This design comes from an exercise in tuning for small area and a short achievable clock period on the open sky130 flow, not from production work. Where RTL was checked, it was by simulation tests only, not by an equivalence proof against the original. No activity file was given, so power comes from the tool's default toggle rates.

==> job 7920: inputs <==
Design smul_q31, start of the top module:
module smul_q31 (
    input  logic        clk,
    input  logic        reset,
    input  logic        go,
    input  logic [31:0] left,
    input  logic [31:0] right,
    output logic [31:0] out,
    output logic        done
);
  logic d0, d1;               
  logic [39:0] sa, sb;        
  logic sl;                   
  wire xen = go & ~d1;        
  wire cyc2 = d0 & ~d1;       
  wire hold = ~go | d1;       
  wire keep = hold & ~reset;
  wire add2 = cyc2 & ~reset;  
  wire kboth = add2 | hold;
  assign done = d1;
  wire [16:0] bs = cyc2 ? right[31:15] : {right[15:0], 1'b0};
  wire [31:0] x = left & {32{xen}};
  wire [8:0] qlo = {1'b0, sa[7:0]} + {1'b0, sb[7:0]} + {8'd0, sl};
  wire [47:0] ea, eb;
  assign ea[0] = (add2 & sa[8]);
  assign eb[0] = (add2 & sb[8]);
  assign ea[1] = (add2 & sa[9]);
  assign eb[1] = (add2 & sb[9]);
  assign ea[2] = (add2 & sa[10]);
  assign eb[2] = (add2 & sb[10]);
  assign ea[3] = (add2 & sa[11]);
  assign eb[3] = (add2 & sb[11]);
  assign ea[4] = (add2 & sa[12]);
  assign eb[4] = (add2 & sb[12]);
  assign ea[5] = (add2 & sa[13]);
  assign eb[5] = (add2 & sb[13]);
  assign ea[6] = (add2 & sa[14]);
  assign eb[6] = (add2 & sb[14]);
  assign ea[7] = (add2 & sa[15]);
  assign eb[7] = (add2 & sb[15]);
  assign ea[8] = (add2 & sa[16]) | (keep & sa[0]);
  assign eb[8] = (add2 & sb[16]) | (keep & sb[0]);
  assign ea[9] = (add2 & sa[17]) | (keep & sa[1]);
  assign eb[9] = (add2 & sb[17]) | (keep & sb[1]);
  assign ea[10] = (add2 & sa[18]) | (keep & sa[2]);
  assign eb[10] = (add2 & sb[18]) | (keep & sb[2]);
  assign ea[11] = (add2 & sa[19]) | (keep & sa[3]);
  assign eb[11] = (add2 & sb[19]) | (keep & sb[3]);
  ...
export LEC_CHECK = 0
export CAP_MARGIN = 20
export CORE_MARGIN = 2
export CORE_UTILIZATION = 60
export PLACE_DENSITY = 0.75
export SETUP_SLACK_MARGIN = 2.95
export SLEW_MARGIN = 20
export SYNTH_HIERARCHICAL = 1
export SYNTH_MINIMUM_KEEP_SIZE = 0
create_clock -name core_clock -period 8.0 [get_ports {clk}]
standard.sh (not shown) runs the stock make flow with config.mk's settings and CLKGATE_MAP_FILE= SYNTH_SCRIPT=/design/flow/synth_recipe.tcl, a recipe that flattens the netlist after the stock synthesis.
==> flow/flow/run.sh <==
#!/bin/bash
# The standard synthesis and layout, with two changes to how the layout
# is made:
#  - after synthesis, the Booth selector gates (a22oi) are set to their
#    smallest drive strength (the placement's repair steps resize them again
#    where timing needs it);
#  - the input and output ports are buffered with buf_2 cells rather than
#    the flow's default choice.
set -euo pipefail
bash standard.sh synth > synth.log 2>&1
R=orfs/results/sky130hd/smul_q31/base
cat > downsize.tcl <<TCL
read_db $R/1_synth.odb
set db [ord::get_db]
set m1 [\$db findMaster sky130_fd_sc_hd__a22oi_1]
set n 0
foreach inst [[ord::get_db_block] getInsts] {
  if {[[\$inst getMaster] getName] eq "sky130_fd_sc_hd__a22oi_2"} {
    \$inst swapMaster \$m1
    incr n
  }
}
puts "downsized \$n a22oi_2 to a22oi_1"
write_db $R/1_synth.odb
TCL
openroad -no_init -exit downsize.tcl > downsize.log 2>&1
export BUFFER_PORTS_ARGS="-buffer_cell sky130_fd_sc_hd__buf_2"
bash standard.sh > layout.log 2>&1
==> job 6944 (differences from job 7920) <==
--- a/flow/design.v
+++ b/flow/design.v
@@ -138,26 +138,27 @@
     input  logic        reset,
     input  logic        go,
     input  logic [31:0] left,
     input  logic [31:0] right,
     output logic [31:0] out,
     output logic        done
 );
   logic d0, d1;               
+  logic hi;                   
   logic [39:0] sa, sb;        
   logic sl;                   
   wire xen = go & ~d1;        
   wire cyc2 = d0 & ~d1;       
   wire hold = ~go | d1;       
   wire keep = hold & ~reset;
   wire add2 = cyc2 & ~reset;  
   wire kboth = add2 | hold;
   assign done = d1;
-  wire [16:0] bs = cyc2 ? right[31:15] : {right[15:0], 1'b0};
+  wire [16:0] bs = hi ? right[31:15] : {right[15:0], 1'b0};
   wire [31:0] x = left & {32{xen}};
   wire [8:0] qlo = {1'b0, sa[7:0]} + {1'b0, sb[7:0]} + {8'd0, sl};
   wire [47:0] ea, eb;
   assign ea[0] = (add2 & sa[8]);
   assign eb[0] = (add2 & sb[8]);
   assign ea[1] = (add2 & sa[9]);
   assign eb[1] = (add2 & sb[9]);
   assign ea[2] = (add2 & sa[10]);
@@ -265,40 +266,48 @@
   wire [0:0] neg4, one4, two4;
   sq_benc e4 (.b(bs[10:8]), .neg(neg4), .one(one4), .two(two4));
   wire [0:0] neg5, one5, two5;
   sq_benc e5 (.b(bs[12:10]), .neg(neg5), .one(one5), .two(two5));
   wire [0:0] neg6, one6, two6;
   sq_benc e6 (.b(bs[14:12]), .neg(neg6), .one(one6), .two(two6));
   wire [0:0] neg7, one7, two7;
   sq_benc e7 (.b(bs[16:14]), .neg(neg7), .one(one7), .two(two7));
-  wire [32:0] pp0, q0;
-  sq_bpp b0[32:0] (.x0({x[31], x}), .x1({x, 1'b0}), .neg({{17{neg0[0]}}, {16{neg0[0]}}}), .one({{17{one0[0]}}, {16{one0[0]}}}), .two({{17{two0[0]}}, {16{two0[0]}}}), .p(q0));
-  assign pp0 = {~q0[32], q0[31:0]};
-  wire [32:0] pp1, q1;
-  sq_bpp b1[32:0] (.x0({x[31], x}), .x1({x, 1'b0}), .neg({{17{neg1[0]}}, {16{neg1[0]}}}), .one({{17{one1[0]}}, {16{one1[0]}}}), .two({{17{two1[0]}}, {16{two1[0]}}}), .p(q1));
-  assign pp1 = {~q1[32], q1[31:0]};
-  wire [32:0] pp2, q2;
-  sq_bpp b2[32:0] (.x0({x[31], x}), .x1({x, 1'b0}), .neg({{17{neg2[0]}}, {16{neg2[0]}}}), .one({{17{one2[0]}}, {16{one2[0]}}}), .two({{17{two2[0]}}, {16{two2[0]}}}), .p(q2));
-  assign pp2 = {~q2[32], q2[31:0]};
-  wire [32:0] pp3, q3;
-  sq_bpp b3[32:0] (.x0({x[31], x}), .x1({x, 1'b0}), .neg({{17{neg3[0]}}, {16{neg3[0]}}}), .one({{17{one3[0]}}, {16{one3[0]}}}), .two({{17{two3[0]}}, {16{two3[0]}}}), .p(q3));
-  assign pp3 = {~q3[32], q3[31:0]};
-  wire [32:0] pp4, q4;
-  sq_bpp b4[32:0] (.x0({x[31], x}), .x1({x, 1'b0}), .neg({{17{neg4[0]}}, {16{neg4[0]}}}), .one({{17{one4[0]}}, {16{one4[0]}}}), .two({{17{two4[0]}}, {16{two4[0]}}}), .p(q4));
-  assign pp4 = {~q4[32], q4[31:0]};
-  wire [32:0] pp5, q5;
-  sq_bpp b5[32:0] (.x0({x[31], x}), .x1({x, 1'b0}), .neg({{17{neg5[0]}}, {16{neg5[0]}}}), .one({{17{one5[0]}}, {16{one5[0]}}}), .two({{17{two5[0]}}, {16{two5[0]}}}), .p(q5));
-  assign pp5 = {~q5[32], q5[31:0]};
-  wire [32:0] pp6, q6;
-  sq_bpp b6[32:0] (.x0({x[31], x}), .x1({x, 1'b0}), .neg({{17{neg6[0]}}, {16{neg6[0]}}}), .one({{17{one6[0]}}, {16{one6[0]}}}), .two({{17{two6[0]}}, {16{two6[0]}}}), .p(q6));
-  assign pp6 = {~q6[32], q6[31:0]};
-  wire [32:0] pp7, q7;
-  sq_bpp b7[32:0] (.x0({x[31], x}), .x1({x, 1'b0}), .neg({{17{neg7[0]}}, {16{neg7[0]}}}), .one({{17{one7[0]}}, {16{one7[0]}}}), .two({{17{two7[0]}}, {16{two7[0]}}}), .p(q7));
-  assign pp7 = {~q7[32], q7[31:0]};
+  wire [32:0] pp0;
+  sq_bpp0 bl0 (.x0(x[0]), .neg(neg0[0]), .one(one0[0]), .p(pp0[0]));
+  sq_bpp b0[31:1] (.x0(x[31:1]), .x1(x[30:0]), .neg({{15{neg0[0]}}, {16{neg0[0]}}}), .one({{15{one0[0]}}, {16{one0[0]}}}), .two({{15{two0[0]}}, {16{two0[0]}}}), .p(pp0[31:1]));
+  sq_bpps bs0 (.x31(x[31]), .neg(neg0[0]), .one(one0[0]), .two(two0[0]), .pn(pp0[32]));
+  wire [32:0] pp1;
+  sq_bpp0 bl1 (.x0(x[0]), .neg(neg1[0]), .one(one1[0]), .p(pp1[0]));
+  sq_bpp b1[31:1] (.x0(x[31:1]), .x1(x[30:0]), .neg({{15{neg1[0]}}, {16{neg1[0]}}}), .one({{15{one1[0]}}, {16{one1[0]}}}), .two({{15{two1[0]}}, {16{two1[0]}}}), .p(pp1[31:1]));
+  sq_bpps bs1 (.x31(x[31]), .neg(neg1[0]), .one(one1[0]), .two(two1[0]), .pn(pp1[32]));
+  wire [32:0] pp2;
+  sq_bpp0 bl2 (.x0(x[0]), .neg(neg2[0]), .one(one2[0]), .p(pp2[0]));
+  sq_bpp b2[31:1] (.x0(x[31:1]), .x1(x[30:0]), .neg({{15{neg2[0]}}, {16{neg2[0]}}}), .one({{15{one2[0]}}, {16{one2[0]}}}), .two({{15{two2[0]}}, {16{two2[0]}}}), .p(pp2[31:1]));
+  sq_bpps bs2 (.x31(x[31]), .neg(neg2[0]), .one(one2[0]), .two(two2[0]), .pn(pp2[32]));
+  wire [32:0] pp3;
+  sq_bpp0 bl3 (.x0(x[0]), .neg(neg3[0]), .one(one3[0]), .p(pp3[0]));
+  sq_bpp b3[31:1] (.x0(x[31:1]), .x1(x[30:0]), .neg({{15{neg3[0]}}, {16{neg3[0]}}}), .one({{15{one3[0]}}, {16{one3[0]}}}), .two({{15{two3[0]}}, {16{two3[0]}}}), .p(pp3[31:1]));
+  sq_bpps bs3 (.x31(x[31]), .neg(neg3[0]), .one(one3[0]), .two(two3[0]), .pn(pp3[32]));
+  wire [32:0] pp4;
+  sq_bpp0 bl4 (.x0(x[0]), .neg(neg4[0]), .one(one4[0]), .p(pp4[0]));
+  sq_bpp b4[31:1] (.x0(x[31:1]), .x1(x[30:0]), .neg({{15{neg4[0]}}, {16{neg4[0]}}}), .one({{15{one4[0]}}, {16{one4[0]}}}), .two({{15{two4[0]}}, {16{two4[0]}}}), .p(pp4[31:1]));
+  sq_bpps bs4 (.x31(x[31]), .neg(neg4[0]), .one(one4[0]), .two(two4[0]), .pn(pp4[32]));
+  wire [32:0] pp5;
+  sq_bpp0 bl5 (.x0(x[0]), .neg(neg5[0]), .one(one5[0]), .p(pp5[0]));
+  sq_bpp b5[31:1] (.x0(x[31:1]), .x1(x[30:0]), .neg({{15{neg5[0]}}, {16{neg5[0]}}}), .one({{15{one5[0]}}, {16{one5[0]}}}), .two({{15{two5[0]}}, {16{two5[0]}}}), .p(pp5[31:1]));
+  sq_bpps bs5 (.x31(x[31]), .neg(neg5[0]), .one(one5[0]), .two(two5[0]), .pn(pp5[32]));
+  wire [32:0] pp6;
+  sq_bpp0 bl6 (.x0(x[0]), .neg(neg6[0]), .one(one6[0]), .p(pp6[0]));
+  sq_bpp b6[31:1] (.x0(x[31:1]), .x1(x[30:0]), .neg({{15{neg6[0]}}, {16{neg6[0]}}}), .one({{15{one6[0]}}, {16{one6[0]}}}), .two({{15{two6[0]}}, {16{two6[0]}}}), .p(pp6[31:1]));
+  sq_bpps bs6 (.x31(x[31]), .neg(neg6[0]), .one(one6[0]), .two(two6[0]), .pn(pp6[32]));
+  wire [32:0] pp7;
+  sq_bpp0 bl7 (.x0(x[0]), .neg(neg7[0]), .one(one7[0]), .p(pp7[0]));
+  sq_bpp b7[31:1] (.x0(x[31:1]), .x1(x[30:0]), .neg({{15{neg7[0]}}, {16{neg7[0]}}}), .one({{15{one7[0]}}, {16{one7[0]}}}), .two({{15{two7[0]}}, {16{two7[0]}}}), .p(pp7[31:1]));
+  sq_bpps bs7 (.x31(x[31]), .neg(neg7[0]), .one(one7[0]), .two(two7[0]), .pn(pp7[32]));
   wire s1, c2;
   sq_ha h2 (.a(ea[12]), .b(eb[12]), .s(s1), .co(c2));
   wire s3, c4;
   sq_ha h4 (.a(ea[13]), .b(eb[13]), .s(s3), .co(c4));
   wire s5, c6;
   sq_fa f6 (.a(ea[14]), .b(eb[14]), .c(neg7[0]), .s(s5), .co(c6));
   wire s7, c8;
   sq_ha h8 (.a(pp0[14]), .b(pp1[12]), .s(s7), .co(c8));
@@ -934,16 +943,17 @@
   sq_fa f638 (.a(s543), .b(pp7[32]), .c(c542), .s(s637), .co(c638));
   wire s639, c640;
   sq_fa f640 (.a(ea[47]), .b(eb[47]), .c(c544), .s(s639), .co(c640));
   wire [47:0] v1 = {s639, s637, c634, s633, s631, s629, c626, s625, c622, s621, c618, c616, c614, c612, c610, c608, c606, c604, c602, c600, c598, c596, c594, c592, c590, c588, c586, c584, c582, c580, c578, c576, c574, c572, c570, c568, c566, c564, c562, c560, c558, c556, c554, c552, c550, c548, c546, pp0[0]};
   wire [47:0] v2 = {c638, c636, s635, c632, c630, c628, s627, c624, s623, c620, s619, s617, s615, s613, s611, s609, s607, s605, s603, s601, s599, s597, s595, s593, s591, s589, s587, s585, s583, s581, s579, s577, s575, s573, s571, s569, s567, s565, s563, s561, s559, s557, s555, s553, s551, s549, s547, s545};
   wire [8:0] vlo = {1'b0, v1[7:0]} + {1'b0, v2[7:0]};
   always_ff @(posedge clk) begin
     d0 <= go;
+    hi <= go & ~d0;
     d1 <= go & d0;
     sa <= v1[47:8];
     sb <= v2[47:8];
     sl <= vlo[8];
   end
   wire [38:0] res = sa[38:0] + sb[38:0] + {38'd0, sl};
   assign out = res[38:7];
 endmodule
@@ -962,16 +972,33 @@
     input  logic x1,
     input  logic neg,
     input  logic one,
     input  logic two,
     output logic p
 );
   assign p = ((one & x0) | (two & x1)) ^ neg;
 endmodule
+module sq_bpp0 (
+    input  logic x0,
+    input  logic neg,
+    input  logic one,
+    output logic p
+);
+  assign p = (one & x0) ^ neg;
+endmodule
+module sq_bpps (
+    input  logic x31,
+    input  logic neg,
+    input  logic one,
+    input  logic two,
+    output logic pn
+);
+  assign pn = ~(((one | two) & x31) ^ neg);
+endmodule
 module sq_fa (
     input  logic a,
     input  logic b,
     input  logic c,
     output logic s,
     output logic co
 );
   assign s = a ^ b ^ c;
SETUP_SLACK_MARGIN = 2.8   (was 2.95)
==> summary.txt <==
Job 6944 went through all stages and came out clean. Job 7920 produced a clean layout. Worst setup slack: job 7920 is higher than job 6944 (47 ps). In job 6944 the combinational power is lower than in job 7920, by about 5%. Critical path depth: job 6944 is lower than job 7920 (2). Of job 7920 and job 6944, job 7920 has the higher final cell count (gap about 1.1%, measured against job 6944).
==> figures <==
item	job 6944	job 7920
Final critical-path required period	5170 ps	5120 ps
Wire length of the first global-routing pass	83000 um	85100 um
Critical R2R Launch	hi	d1
Area of the multi-input gates	14500 sq um	14600 sq um
Final non-clock buffer share	6.37%	8.54%
Post-route worst setup slack	2830 ps	2880 ps
Outcome	complete, no violations	complete, no violations
Multi-input gates	1349	1334
Die span in x	167 um	166 um
CP max-delay cell	sky130_fd_sc_hd__fa_1	sky130_fd_sc_hd__fa_2
For job 6944, only the layout was checked, not whether the RTL still works.

## port drivers added, routing unchanged
The results above use ideal ports. As a check the final layouts listed here were re-extracted and re-timed, cells and wires unchanged.
Step 1, drivers: a clkbuf_16 drives clk and a buf_2 each remaining input, both assumed.
Step 2 moves the port delays by t, midway between the first and last clock arrival at a register: inputs arrive t later, outputs are due t later. That takes back most of the time a late clock gives input paths.
Slacks: ideal / step 1 / step 2; pairs: ideal / step 1.
run	t, ns	slack for setup (ns)	hold slack, ns	slew at the worst register clock pin (ns)
job 7920	0.400	2.881 / 2.902 / 2.503	0.540 / 0.540 / 0.540	0.07 / 0.07
job 6944	0.399	2.834 / 2.862 / 2.462	0.479 / 0.479 / 0.479	0.08 / 0.08
After both steps every run listed still meets setup and hold. The setup slack of job 7920, which loses most, moves by +0.021 ns with the drivers and by -0.378 ns with both steps.
